From an optimization exercise on the open Yosys and OpenROAD flow, aimed at small area and a short achievable clock period; shortcuts taken in it are not production practice.
Function was not checked in any run shown here: the RTL went through the layout flow alone.

==> flow/design.v (outline; a module is shown in full before it is edited, if it fits) <==
// module FA: 9 lines
// module HA: 8 lines
// module RADD: 6 lines
// module YADD: 8 lines
// module YSEL: 48 lines
// module XOR2M: 6 lines
// module INV: 5 lines
// module G_INV: 5 lines
// module G_XOR2: 6 lines
// module G_XNOR2: 6 lines
// module G_NAND2: 6 lines
// module G_NOR2: 6 lines
// module G_AOI21: 7 lines
// module G_OAI21: 7 lines
// module G_AND2: 6 lines
// module G_OR2: 6 lines
// module G_ANDN: 6 lines
// module G_ORN: 6 lines
// module G_AO21: 7 lines
// module G_MUX2: 7 lines
// module G_MUX2I: 7 lines
// module G_MUX4: 10 lines
// module QCANDN: 13 lines
// module QCANDR: 26 lines
// module QCAND: 11 lines
// module FIR_transposed: 6017 lines
module FIR_transposed(clk, reset, noisy_signal, filtered_real);
  // ...
==> flow/flow/run.sh <==
#!/bin/bash
# Standard layout with a larger setup-repair margin.
bash standard.sh SETUP_SLACK_MARGIN=6.0 finish > standard.log 2>&1
==> flow/standard.sh <==
#!/bin/bash
# synth_recipe.tcl (not shown) runs the flow's synth.tcl, then flattens the netlist and writes it again
# the make line also repeats each setting of config.mk as NAME=value (left out here)
make -C /OpenROAD-flow-scripts/flow DESIGN_CONFIG=/design/flow/config.mk WORK_HOME=/design/flow/orfs CLKGATE_MAP_FILE= SYNTH_SCRIPT=/design/flow/synth_recipe.tcl "${@:-finish}"
==> flow/config.mk <==
export PLATFORM = sky130hd
export DESIGN_NAME = FIR_transposed
export DESIGN_NICKNAME = FIR_transposed
export VERILOG_FILES = /design/flow/design.v
export SDC_FILE = /design/flow/constraint.sdc
export NUM_CORES = 8
export LEC_CHECK = 0
export ABC_CLOCK_PERIOD_IN_PS = 2000
export CAP_MARGIN = 20
export CORE_MARGIN = 2
export CORE_UTILIZATION = 65
export CTS_CLUSTER_DIAMETER = 100
export CTS_CLUSTER_SIZE = 22
export SETUP_SLACK_MARGIN = 5
export SLEW_MARGIN = 20
export SYNTH_HIERARCHICAL = 1
==> flow/constraint.sdc <==
create_clock -name core_clock -period 13.0 [get_ports {clk}]
set_input_delay 2.6000 -clock core_clock [delete_from_list [all_inputs] [get_ports {clk}]]
set_output_delay 2.6000 -clock core_clock [all_outputs]
set_load 0.01 [all_outputs]
==> out/metrics.csv, run 1 <==
metric,value,unit
status,finished clean,
clk root buf,clkbuf_16,
area of the multi-input gates,51630,µm²
largest net degree at the start of global routing,175,
critical path endpoint category,primary output,
adder-cell share of the synthesized area,60.92,%
total gr overflow,0,
Clock Network Area Fraction,2.190,%
TNS Setup,0,ns
final WL,214200,µm
Crit Reg-Reg Startpoint,h19[0]$_DFF_P_,
antenna violations before repair,5,
"Reg clk slew, reported paths",0.09,ns
routing usage on met2,65.27,%
die area,111400,µm²
Post-Synth Simple-Gate Area,6.368,%
synthesized cell area,70720,µm²
nets,7233,
area grow syn2layout,7.120,%
"FFs w/ async S/R, synth",0,%
Slew Limit Headroom,31.52,%
Starting Density,65.24,%
largest family of logic cells by synthesized area,adder cells,
Compound-Gate Fraction of Synth Area,0.8581,%
Fin Hold WS,0.3295,ns
synth cell count leaders,"fa_1, dfxtp_1, nand2_1, nor2_1, inv_1",
"area leader, netlist",fa_1,
==> run 2: changes to the inputs <==
--- a/flow/config.mk
+++ b/flow/config.mk
@@ -9,8 +9,9 @@
 export CAP_MARGIN = 20
 export CORE_MARGIN = 2
 export CORE_UTILIZATION = 65
+export CTS_BUF_LIST = sky130_fd_sc_hd__clkbuf_8
 export CTS_CLUSTER_DIAMETER = 100
-export CTS_CLUSTER_SIZE = 22
+export CTS_CLUSTER_SIZE = 16
 export SETUP_SLACK_MARGIN = 5
 export SLEW_MARGIN = 20
 export SYNTH_HIERARCHICAL = 1
==> run 2 against run 1 <==
Net effect: clock skew is 0.0070 ns lower; sequential share of layout area about the same; critical path depth shrank 1; highest routed layer unchanged.
==> out/metrics.csv, run 2 <==
metric,value,unit,change
status,finished clean,,
Seq cells post-synth,919,,
Fill cells,7579,,
met3 usage,9.892,%,
Syn Area/Cell,14.29,µm²,
Port Buffers,33,,
CP Data Required Time,10.40,ns,
core area,108400,µm²,
antenna violations before repair,10,,+5
startpoint types,primary input,,
die area,111400,µm²,unchanged
CTS tree,yes,,
vias per inst,5.937,,
crit share post-route,54.23,%,
"area leader, netlist",fa_1,,
final WL,214500,µm,+0.15%
area grow syn2layout,7.053,%,about the same
clk_skew,0.07117,ns,
critical path endpoint category,primary output,,
gr usage total,40.75,%,
"commonest non-fill, non-tap cell in the layout",fa_1,,
dominant synthesized flop cell,dfxtp_1,,
"EDFF count, synth",0,,
Clock Sinks,919,,
most frequent cells in the layout,"fa_1, dfxtp_1, nand2_1",,
max reg flops,32,,
M1 GR Usage,49.94,%,
Syn Nets,7164,,
drt drc,0,,
DR vias,38490,,
num ports,34,,
Fin Hold WS,0.3593,ns,+0.02983 ns
nets,7267,,+0.47%
"Reg clk slew, reported paths",0.10,ns,about the same
post-synth top area share,58.71,%,
"Max FO, Critical Path",8,,
kind of critical path,in2out,,
number of buffers created by CTS,71,,
Slew Limit Headroom,31.24,%,-0.28 points
first-pass GRT wire length,309400,µm,
clk root buf,clkbuf_8,,
Starting DRT DRC Count,2982,,
synth unique cells,22,,
share of layout cells above drive strength 1,11.51,%,
drt first pass iters,6,,
Most Crowded Layer GR,met2,,
top-count cell post-synth,fa_1,,
clock tree buffer depth,3,,
synthesized cell area,70720,µm²,unchanged
min cycle time layout,7.050,ns,
total gr overflow,0,,unchanged
worst min path class,reg2reg,,
antenna-violating nets left,0,,
clock latency on the worst-skew pair,0.79,ns,
CP Data Arrival Time,4.45,ns,
average wire per standard cell,33.09,µm,
"Seq/Total Area, Yosys",26.02,%,
PnR worst setup slack,5.950,ns,
"Hold-fix buffers, CTS",0,,
Max H-tree Level,3,,
largest net degree at the start of global routing,175,,unchanged
Synth Instances,4947,,
largest register by flop count,R,,
TNS Setup,0,ns,unchanged
RSZ-0062 raised after global routing,yes,,
Final HPWL DP,184500,µm,
GPL Wtd Cong,1.011,,
Die X,333.8,µm,
Setup WS pre-CTS,4.256,ns,
Die Height,333.8,µm,
vias in the first global route,43960,,
Max Freq,141.8,MHz,
actual slew at the worst max-slew pin,1.031,ns,
row count,121,,
Final Hold Fails,0,,
largest registers,"R: 32 flops, T1a: 31 flops, T2a: 31 flops",,
Final Max Slew Viols,0,,
Starting Density,65.24,%,unchanged
max_cap viols,0,,
Synth area leaders,"fa_1, dfxtp_1, nand2_1, nor2_1, ha_1",,
synth cell count leaders,"fa_1, dfxtp_1, nand2_1, nor2_1, inv_1",,
routing usage on met2,65.22,%,about the same
Syn. warnings,7,,
"FFs w/ async S/R, synth",0,%,unchanged
setup violators final,0,,
[run 2: cell types whose count changed in the layout (fill, tap and decap cells not counted), sizes merged]
cell and change:
buf +17, clkbuf +15, diode +2, clkinv -1
clkinvlp -1, dlygate4sd2 +1
[run 2: area by class of cell]
cell class | count | area [µm²] | area share (%)
Tap cell | 1414 | 1769 | 2.337
Sequential cell | 919 | 18490 | 24.42
Clock buffer | 73 | 1005 | 1.327
Inverter | 290 | 1099 | 1.451
Clock inverter | 15 | 170.2 | 0.2248
Multi-Input combinational cell | 3629 | 51860 | 68.51
Antenna cell | 3 | 7.507 | 0.009917
Timing Repair Buffer | 139 | 1305 | 1.724
[run 2: per-module statistics from Yosys (local to each module, per instance), a selection]
module          cell area [µm²]  cells inside  flip-flops and latches
FA                        20.02             1                       0
FIR_transposed            23570          2184                     919
G_AO21                    7.507             1                       0
G_MUX2I                   10.01             1                       0
G_NOR2                    3.754             1                       0
G_ORN                     6.256             1                       0
G_XNOR2                   8.758             1                       0
HA                        12.51             1                       0
[run 2: path summary, 6_finish.rpt]
path / slack [ns] / to / depth (start not counted) / from
max: 5.95 / filtered_real[10] / 12 / noisy_signal[7]
min: 0.36 / h27[11]$_DFF_P_ / 1 / h26[11]$_DFF_P_
max reg2reg: 6.08 / T2b[14]$_DFF_P_ / 15 / h35[3]$_DFF_P_
min reg2reg: 0.36 / h27[11]$_DFF_P_ / 1 / h26[11]$_DFF_P_
[run 2: worst max-delay path, cell delays in order]
cell and delay, ns:
buf_16 0.13, xor2_4 0.18, xnor2_2 0.16, nand2_2 0.11, nand2_2 0.08, nor2_2 0.17
a21oi_4 0.09, buf_12 0.16, o21ai_4 0.21, buf_6 0.16, mux2i_4 0.24, buf_2 0.16
[run 2: logic make-up after synthesis]
logic type | synth area share [%]
adders and majority gates | 60.92
and+or+nand+nor | 6.368
DFF | 26.02
buffers and inverters | 2.652
xor gates and xnor gates | 1.610
muxes | 1.571
AOI/OAI and AO/OA | 0.8581
[run 2: through the flow]
| stage | cell area (µm²) | utilization (%) | instances |
|---|---|---|---|
| after detailed placement | 72280 | 66.68 | 6313 |
| after floorplan | 70730 | - | 4947 |
| after global routing | 75700 | 69.84 | 6482 |
| after global placement | 72280 | 66.68 | 6313 |
| final | 75700 | 69.84 | 6482 |
| after CTS | 74310 | 68.55 | 6422 |
[run 2: metal layers]
layer / vias to the layer above / routed length (µm)
li1: 15030 / -
met4: 18 / 18780
met3: 665 / 18040
met2: 1622 / 103600
met1: 21150 / 73820
met5: - / 220
[run 2: timing repair]
action | in CTS | in global routing
gates cloned | 1 | 0
gates resized for setup | 366 | 245
setup buffers | 20 | 57
endpoints found under the setup margin | 47 | 48
pin swaps | 31 | 84

what the ideal ports hide:
Ports are ideal in the flow. The routed layouts listed here were re-timed in OpenROAD.
Step 1: set_driving_cell puts a clkbuf_16 on clk and a buf_2 on each other input, an assumption about the parent block.
Step 2 also shifts input and output timing later by t, the mid clock arrival at the registers, as if the neighbouring blocks saw the same clock.
Three values: no drivers, after step 1, after step 2; two values: the first two.
run	t (ns)	slack for setup (ns)	worst setup path at the end	worst slew at a driven data input, ns	pins driven straight from the clock port
run 1	0.784	5.935 / 5.874 / 5.538	input to register	0.11	1
run 2	0.833	5.950 / 5.889 / 5.489	input to register	0.11	1
After both steps every run listed still meets setup and hold. The setup slack of run 2, which loses most, moves by -0.061 ns with the drivers and by -0.461 ns with both steps.
